Background: an optimization exercise with open tools, aiming at small area. Do not read the settings as production practice.
Function was checked by simulation only, so behaviour that the tests miss may differ from the original.
Power is estimated from default activity; no workload was simulated.

==> run X <==
## pong_top
module pong_top
(
    input i_Clk,                 
    input i_Rst,                 
    input i_UART_RX,
    output o_UART_TX,
    input i_Switch_1,
    input i_Switch_2,
    input i_Switch_3,
    input i_Switch_4,
    output o_LED_1,
    output o_LED_2,
    output o_LED_3,
    output o_LED_4,
    output o_Segment1_A,
    output o_Segment1_B,
    output o_Segment1_C,
    output o_Segment1_D,
    output o_Segment1_E,
    output o_Segment1_F,
    output o_Segment1_G,
    output o_Segment2_A,
    output o_Segment2_B,
    output o_Segment2_C,
    output o_Segment2_D,
    output o_Segment2_E,
    output o_Segment2_F,
    output o_Segment2_G,
    output o_VGA_HSync,
    output o_VGA_VSync,
    output o_VGA_Red_0,
    output o_VGA_Red_1,
    output o_VGA_Red_2,
    output o_VGA_Grn_0,
    output o_VGA_Grn_1,
    output o_VGA_Grn_2,
    output o_VGA_Blu_0,
    output o_VGA_Blu_1,
    output o_VGA_Blu_2
);
    assign o_LED_1 = 1'b0;
    assign o_LED_2 = 1'b0;
    assign o_LED_3 = 1'b0;
    assign o_LED_4 = 1'b0;
    function [9:0] inc10;
        input [9:0] a;
        integer i;
        reg c;
        begin
            c = 1'b1;
            for (i = 0; i < 10; i = i + 1) begin
                inc10[i] = a[i] ^ c;
                c = c & a[i];
            end
        end
    endfunction
    function [9:0] updn10;
        input [9:0] a;
        input dn;
        integer i;
        reg c;
        begin
            c = 1'b1;
            for (i = 0; i < 10; i = i + 1) begin
                updn10[i] = a[i] ^ c;
                c = c & (a[i] ^ dn);
            end
        end
    endfunction
    function [9:0] sub10;
        input [9:0] a;
        input [9:0] b;
        integer i;
        reg c;
        begin
            c = 1'b1;
            for (i = 0; i < 10; i = i + 1) begin
                sub10[i] = a[i] ^ ~b[i] ^ c;
                c = (a[i] & ~b[i]) | (c & (a[i] | ~b[i]));
            end
        end
    endfunction
  ...
clock: 40.0 ns
lec_check: 0
cap_margin: 20
core_margin: 2
core_utilization: 60
cts_buf_list: sky130_fd_sc_hd__clkbuf_8
cts_cluster_size: 20
slew_margin: 20
run.sh (not shown) runs the stock make flow with config.mk's settings and CLKGATE_MAP_FILE= SYNTH_SCRIPT=/design/flow/synth_recipe.tcl, a recipe that flattens the netlist after the stock synthesis.
==> run Y (differences from run X) <==
--- a/flow/design.v
+++ b/flow/design.v
@@ -109,57 +109,55 @@
     Debounce_Switch debounce_switch_4(.i_Clk(i_Clk), .i_Rst(i_Rst), .i_Switch(i_Switch_4), .o_Switch(w_Switch_4));
     reg [3:0] r_rx_phase;
     reg [7:0] r_rx_count;
     reg [7:0] r_rx_byte;
     wire w_rx_end = (r_rx_count == 8'b01110011);
     wire [7:0] w_rx_next = {r_rx_count[6:0], ~(r_rx_count[7] ^ r_rx_count[5] ^ r_rx_count[4] ^ r_rx_count[3])};
-    wire w_rx_dv = (r_rx_phase == 4'd11);
+    wire w_rx_idle = (r_rx_phase == 4'd2);
+    wire w_rx_dv = (r_rx_phase == 4'd1);
     always @(posedge i_Clk) begin
         if (i_Rst)
-            r_rx_phase <= 4'd0;
-        else if (r_rx_phase == 4'd0) begin
+            r_rx_phase <= 4'd2;
+        else if (w_rx_idle) begin
             if (!i_UART_RX) begin
-                r_rx_phase <= 4'd1;
+                r_rx_phase <= 4'd7;
                 r_rx_count <= 8'b10010000;
             end
-        end else if (r_rx_phase == 4'd11)
-            r_rx_phase <= 4'd0;
+        end else if (w_rx_dv)
+            r_rx_phase <= 4'd2;
         else if (w_rx_end) begin
             r_rx_count <= 8'd0;
             r_rx_phase <= r_rx_phase + 1'b1;
-            if (r_rx_phase != 4'd10)
+            if (r_rx_phase != 4'd0)
                 r_rx_byte <= {i_UART_RX, r_rx_byte[7:1]};
         end else
             r_rx_count <= w_rx_next;
     end
     reg [3:0] r_tx_phase;
     reg [7:0] r_tx_count;
     reg [7:0] r_tx_byte;
     reg r_tx_serial;
     wire w_tx_end = (r_tx_count == 8'b10111001);
     wire [7:0] w_tx_next = {r_tx_count[6:0], ~(r_tx_count[7] ^ r_tx_count[5] ^ r_tx_count[4] ^ r_tx_count[3])};
+    wire w_tx_idle = (r_tx_phase == 4'd2);
     always @(posedge i_Clk) begin
+        if (w_tx_idle)
+            r_tx_byte <= r_rx_byte;
         if (i_Rst) begin
-            r_tx_phase <= 4'd0;
+            r_tx_phase <= 4'd2;
             r_tx_serial <= 1'b1;
-        end else if (r_tx_phase == 4'd0) begin
+        end else if (w_tx_idle) begin
             r_tx_serial <= 1'b1;
             if (w_rx_dv) begin
-                r_tx_byte <= r_rx_byte;
                 r_tx_count <= 8'd0;
-                r_tx_phase <= 4'd1;
+                r_tx_phase <= 4'd7;
             end
-        end else if (r_tx_phase == 4'd11)
-            r_tx_phase <= 4'd0;
+        end else if (r_tx_phase == 4'd1)
+            r_tx_phase <= 4'd2;
         else begin
-            if (r_tx_phase == 4'd1)
-                r_tx_serial <= 1'b0;
-            else if (r_tx_phase == 4'd10)
-                r_tx_serial <= 1'b1;
-            else
-                r_tx_serial <= r_tx_byte[r_tx_phase[2:0] - 3'd2];
+            r_tx_serial <= r_tx_phase[3] ? r_tx_byte[r_tx_phase[2:0]] : (r_tx_phase != 4'd7);
             if (w_tx_end) begin
                 r_tx_count <= 8'd0;
                 r_tx_phase <= r_tx_phase + 1'b1;
             end else
                 r_tx_count <= w_tx_next;
         end
@@ -204,16 +202,14 @@
     wire [3:0] w_score_1 = r_zero ? 4'd0 : (r_inc1 ? inc10({6'd0, r_sd1}) : r_sd1);
     wire [3:0] w_score_2 = r_zero ? 4'd0 : (r_inc2 ? inc10({6'd0, r_sd2}) : r_sd2);
     wire w_tick = (&r_div) & (&r_x[4:0]);
     wire w_win = (w_score_1[3] & w_score_1[0]) | (w_score_2[3] & w_score_2[0]);
     wire w_bx_right_edge = r_ball_x[9] & r_ball_x[7];         
     wire w_bx_left_edge = (r_ball_x == 0);
-    wire [8:0] w_hit_pad = r_dx_p ? r_paddle_2 : r_paddle_1;
-    wire [9:0] w_hit_d = sub10({1'b0, r_ball_y}, {1'b0, w_hit_pad});
-    wire w_hit_y = (w_hit_d < 100) | (w_hit_d >= 1005);
-    wire w_hit = w_hit_y & (r_dx_p ? (r_ball_x >= 620) : (r_ball_x <= 20));
+    reg r_hit_y;
+    wire w_hit = r_hit_y & (r_dx_p ? (r_ball_x >= 620) : (r_ball_x <= 20));
     wire w_by_bottom = r_ball_y[8] & r_ball_y[7] & r_ball_y[6] & r_ball_y[3] & r_ball_y[2];   
     wire w_by_top = (r_ball_y == 0);
     wire w_goal_1 = r_dx_p & w_bx_right_edge;
     wire w_goal_2 = r_dx_n & w_bx_left_edge;
     wire w_tick_play = ~i_Rst & ~w_rx_dv & ~r_game_over & ~w_win & w_tick;
     wire [9:0] w_bx_step = updn10(r_ball_x, r_dx_n ^ w_hit);
@@ -315,15 +311,19 @@
     assign o_Segment2_C = ~w_r_sd2_C | w_flash_on;
     assign o_Segment2_D = ~w_r_sd2_D | w_flash_on;
     assign o_Segment2_E = ~w_r_sd2_E | w_flash_on;
     assign o_Segment2_F = ~w_r_sd2_F | w_flash_on;
     assign o_Segment2_G = ~w_r_sd2_G | w_flash_on;
     wire w_pad_col_1 = (r_x < 20);
-    wire w_pad_col_2 = (r_x >= 620);
-    wire [8:0] w_pad = w_pad_col_1 ? r_paddle_1 : r_paddle_2;
-    wire [9:0] w_pad_dy = sub10(r_y, {1'b0, w_pad});
+    wire w_pad_col_2 = (r_x >= 620) & w_x_active;
+    wire w_pad_free = ~(w_pad_col_1 | w_pad_col_2);
+    wire [8:0] w_pad = (w_pad_free ? r_dx_p : ~w_pad_col_1) ? r_paddle_2 : r_paddle_1;
+    wire [9:0] w_pad_dy = sub10(w_pad_free ? {1'b0, r_ball_y} : r_y, {1'b0, w_pad});
+    always @(posedge i_Clk)
+        if (w_pad_free)
+            r_hit_y <= (w_pad_dy < 100) | (w_pad_dy >= 1005);
     wire [9:0] w_ball_dx = sub10(r_x, r_ball_x);
     wire [9:0] w_ball_dy = sub10(r_y, {1'b0, r_ball_y});
     wire w_paddle_on = (w_pad_col_1 | w_pad_col_2) && (w_pad_dy < 100);
     wire w_ball_on = ~r_game_over && (w_ball_dx < 20) && (w_ball_dy < 20);
     wire w_digit_x = ((r_x[9:5] == 5'd9) | (r_x[9:5] == 5'd10)) & ~(r_x[4] & r_x[3]);
     wire w_digit_y = (r_y >= 20) & (r_y < 60);
--- a/flow/config.mk
+++ b/flow/config.mk
@@ -6,8 +6,9 @@
 export NUM_CORES = 4
 export LEC_CHECK = 0
 export CAP_MARGIN = 20
 export CORE_MARGIN = 2
 export CORE_UTILIZATION = 60
 export CTS_BUF_LIST = sky130_fd_sc_hd__clkbuf_8
-export CTS_CLUSTER_SIZE = 20
+export CTS_CLUSTER_DIAMETER = 80
+export CTS_CLUSTER_SIZE = 30
 export SLEW_MARGIN = 20
==> summary of the runs <==
In run Y the flip-flop and latch count is higher than in run X, by 1. Of run X and run Y, run Y has the higher combinational power (gap 62%, measured against run Y). Utilization: run X is lower than run Y (1.1 points). Between run X and run Y, the lower maximum frequency is in run Y (gap about 1.7%, measured against run Y). Between run Y and run X, the lower critical path depth is in run X (gap 4). Run Y ran to the end with no violations. Run X ran to the end with no violations. Count of clock-buffer cells in the layout: run Y is lower than run X (1). Between run X and run Y, the lower sequential power is in run X (gap about 12%, measured against run Y). Between run Y and run X, the lower first-iteration DRC count is in run X (gap about 20%, measured against run X). In run Y the synthesized cell count is smaller than in run X, by 2.1%.

==> re-timing with driven ports <==
The flow's constraints put no driver on any port. The routed layouts listed below were extracted and timed again, unchanged, in two steps. Step 1 (the two cells are an assumption about what drives the block):
set clk [get_ports {i_Clk}]
set_driving_cell -lib_cell sky130_fd_sc_hd__clkbuf_16 $clk
set_driving_cell -lib_cell sky130_fd_sc_hd__buf_2 [delete_from_list [all_inputs] $clk]
Step 2 times the ports against the registers' clock, not the clock port: input delays grow and output delays shrink by t, the midpoint of the rising clock arrivals with the driver on. Three values: ideal ports, drivers, drivers and shift; two values: the first two.
run	t (ns)	slack for setup (ns)	worst setup path at the end	slew at the worst register clock pin (ns)	pins driven straight from the clock port
run X	0.492	25.031 / 24.992 / 25.484	register to output	0.11 / 0.11	1
run Y	0.501	24.776 / 24.737 / 25.238	register to output	0.10 / 0.10	1
After both steps every run listed still meets setup and hold.
